This design comes from an exercise in tuning for small area on the open sky130 flow, not from production work. In this exercise RTL edits were held to simulation tests only and were not proved equivalent to the original.

## JK
Design top, start of the top module:
module top(
  input                             clk,
  input                             rst,
  input         [32-1:0]    IM_out,
  input         [32-1:0]    DM_out,
  output logic                      IM_enable,
  output logic  [32-1:0]    IM_address,
  output logic  [32-1:0]    IM_in,
  output logic                      IM_write,
  output logic                      DM_write,
  output logic                      DM_enable,
  output logic  [32-1:0]    DM_in,
  output logic  [32-1:0]    DM_address,
  output logic  [63:0]              L1I_access,
  output logic  [63:0]              L1I_miss,
  output logic  [63:0]              L1D_access,
  output logic  [63:0]              L1D_miss
);
  logic                             HGRANT_M1;
  logic                             HGRANT_M2;
  logic [32-1:0]        HADDR_M1;
  logic [32-1:0]        HADDR_M2;
  logic                             HBUSREQ_M1;
  logic                             HBUSREQ_M2;
  logic [3-1:0]        HSIZE_M1;
  logic [3-1:0]        HSIZE_M2;
  logic [2-1:0]       HTRANS_M1;
  logic [2-1:0]       HTRANS_M2;
  logic                             HLOCK_M1;
  logic                             HLOCK_M2;
  logic [32-1:0]        HWDATA_M1;
  logic [32-1:0]        HWDATA_M2;
  logic                             HWRITE_M1;
  logic                             HWRITE_M2;
  logic [32-1:0]        HADDR;
  logic [3-1:0]        HSIZE;
  logic [2-1:0]       HTRANS;
  logic [32-1:0]        HRDATA;   
  logic [32-1:0]        HWDATA;
  logic                             HWRITE;
  logic [2-1:0]        HRESP;
  logic                             HREADY;
  logic [4-1:0]      HMASTER;
  logic                             HMASTLOCK;
  logic [32-1:0]        HRDATA_S1;
  logic [32-1:0]        HRDATA_S2;
  logic [32-1:0]        HRDATA_S3;
  logic [32-1:0]        HRDATA_S4;
  logic [32-1:0]        HRDATA_S5;
  ...
==> flow/config.mk <==
export PLATFORM = sky130hd
export DESIGN_NAME = top
export DESIGN_NICKNAME = top
export VERILOG_FILES = /design/flow/design.v
export SDC_FILE = /design/flow/constraint.sdc
export NUM_CORES = 4
export LEC_CHECK = 0
export CAP_MARGIN = 20
export CORE_MARGIN = 2
export CORE_UTILIZATION = 55
export CTS_CLUSTER_DIAMETER = 80
export CTS_CLUSTER_SIZE = 20
export PLACE_DENSITY = 0.65
export SLEW_MARGIN = 20
==> flow/constraint.sdc <==
create_clock -name core_clock -period 25.0 [get_ports {clk}]
set_input_delay 5.0000 -clock core_clock [delete_from_list [all_inputs] [get_ports {clk}]]
set_output_delay 5.0000 -clock core_clock [all_outputs]
set_load 0.01 [all_outputs]
standard.sh (not shown) runs the stock make flow with config.mk's settings and CLKGATE_MAP_FILE= SYNTH_SCRIPT=/design/flow/synth_recipe.tcl, a recipe that flattens the netlist after the stock synthesis.
==> flow/flow/run.sh <==
#!/bin/bash
# The standard layout (standard.sh: ORFS from the standard synthesis to
# the routed layout), with two changes to how the layout is made:
#  - the input and output ports are buffered with the smallest buffer,
#    sky130_fd_sc_hd__buf_1, instead of the cell ORFS picks by default;
#  - clock tree synthesis clusters up to 20 sinks (80 um) per leaf buffer,
#    as config.mk asks, and inserts no dummy loads.
# The full output of make (and so of every ORFS step) goes to standard.log;
# each ORFS step also writes its own log under orfs/logs/.
set -euo pipefail
bash standard.sh \
  "BUFFER_PORTS_ARGS=-buffer_cell sky130_fd_sc_hd__buf_1" \
  "CTS_ARGS=-sink_clustering_enable -repair_clock_nets -sink_clustering_size 20 -sink_clustering_max_diameter 80 -dont_use_dummy_load" \
  finish > standard.log 2>&1
For TR, these inputs were changed with respect to JK:
--- a/flow/design.v
+++ b/flow/design.v
@@ -2587,45 +2587,28 @@
   logic                                     D_in_sel;
   logic                                     asipc_sel;
   logic [1:0]                               csr_imm_sel;
   logic [1:0]                               csr_imm_sel_EXE;
   logic                                     csr_data_sel;
   logic                                     csr_result_sel;
   logic                                     csr_result_sel_EXE;
   logic                                     sw_data_sel;
   logic                                     asipc_sel_ID_EXE;
   logic										flag_mret;
   logic [32-1:0]                    slots;
+  logic                                     csr_imm_sel_EXE0;
   assign PC_added_EXE          = Read_data_2_EXE;   
   assign csr_read_data_EXE     = Read_data_2_EXE;   
   assign PC_imm_que            = imm_EXE;           
   assign Read_data_1_EXE_asipc = Read_data_1_EXE;   
-  assign csr_imm_sel_EXE       = {1'b0, csr_imm_sel_x[0]};   
-  logic [1:0]                               csr_imm_sel_x;
-  controller ctr_exe(
-        .instruction({funct7, Read_addr_2_EXE, Read_addr_1_EXE, funct3_EXE, write_addr_EXE, opcode_EXE}),
-        .interrupt(interrupt),
-        .MEM_ctr(MEM_ctr_ID_EXE),
-        .WB_ctr(WB_ctr_ID_EXE),
-        .RF_read(),
-        .csr_read(),
-        .csr_write(csr_write_EXE),
-        .imm_select(imm_select_ID_EXE),
-        .alu_en(alu_en_EXE),
-        .utype_sel(utype_sel_ID_EXE),
-        .asipc_sel(),
-        .csr_imm_sel(csr_imm_sel_x),
-        .csr_result_sel(csr_result_sel_EXE),
-		.wfi_stall(),
-		.flag_mret()
-        );
+  assign csr_imm_sel_EXE       = {1'b0, csr_imm_sel_EXE0};
   PC PC(
         .clk(clk),
         .rst(rst),
         .PC_in_pred(PC_in_pred),
 		.mepc(csr_read_data),
         .jump_sel(jump_sel),
         .taken_sel(taken_sel),
         .Istall(Istall),
         .Dstall(Dstall),
 		.wfi_stall(wfi_stall),
 		.interrupt(interrupt),
@@ -2689,30 +2672,30 @@
         .flush_jalr(flush_jalr),
         .opcode_EXE(opcode_EXE),
         .funct3_EXE(funct3_EXE),
         .funct7(funct7),
         .Read_addr_1_EXE(Read_addr_1_EXE),
         .Read_addr_2_EXE(Read_addr_2_EXE),
         .Read_data_1_EXE(Read_data_1_EXE),
         .Read_data_2_EXE(Read_data_2_EXE),
         .write_addr_EXE(write_addr_EXE),
         .csr_addr_EXE(csr_addr_EXE),
         .imm_EXE(imm_EXE),
-        .MEM_ctr_ID_EXE(),
-        .WB_ctr_ID_EXE(),
-        .csr_write_EXE(),
-        .imm_select_ID_EXE(),
-        .alu_en_EXE(),
-        .utype_sel_ID_EXE(),
-        .csr_imm_sel_EXE(),
-        .csr_result_sel_EXE()
+        .MEM_ctr_ID_EXE(MEM_ctr_ID_EXE),
+        .WB_ctr_ID_EXE(WB_ctr_ID_EXE),
+        .csr_write_EXE(csr_write_EXE),
+        .imm_select_ID_EXE(imm_select_ID_EXE),
+        .alu_en_EXE(alu_en_EXE),
+        .utype_sel_ID_EXE(utype_sel_ID_EXE),
+        .csr_imm_sel_EXE(csr_imm_sel_EXE0),
+        .csr_result_sel_EXE(csr_result_sel_EXE)
         );
   pipreg_EXE_MEM pip_exe_mem(
         .clk(clk),
         .rst(rst),
         .Read_addr_2_EXE(Read_addr_2_EXE),
         .write_addr_EXE(write_addr_EXE),
         .alu_result(alu_result),
         .Read_data_sw_EXE(Read_data_sw_EXE),
         .opcode_EXE(opcode_EXE),
         .funct3_EXE(funct3_EXE),
         .MEM_ctr_ID_EXE(MEM_ctr_ID_EXE),
### Flow results
- JK -> TR: number of DRC violations after detailed-routing iteration 0 increased by a few percent
- Sort JK and TR by pin count of the biggest net entering global routing desc -> top: TR
- Changes observed in TR relative to JK: routing usage on met1 picked up an extra 0.88 points; antenna diode count picked up an extra 3; synthesized area picked up an extra 810 um^2; number of cells produced by synthesis neither gained nor lost much.

[separate check: timing with driven ports]
How much do the figures lean on ideal ports? The routed layouts below were timed once more, with nothing changed but the port constraints. Step 1: set_driving_cell puts a clkbuf_16 on clk and a buf_2 on each other input, an assumption about the parent block. Step 2 also shifts input and output timing later by t, the mid clock arrival at the registers, as if the neighbouring blocks saw the same clock. a / b / c = ideal / step 1 / step 2; a / b = the first two.
run | t, ns | setup WS [ns] | slew at the worst register clock pin (ns) | worst data-port slew with drivers (ns)
JK | 1.006 | 0.592 / 0.592 / 0.592 | 0.10 / 0.10 | 0.04
TR | 1.015 | 0.631 / 0.631 / 0.631 | 0.09 / 0.09 | 0.07
After both steps every run listed still meets setup and hold.
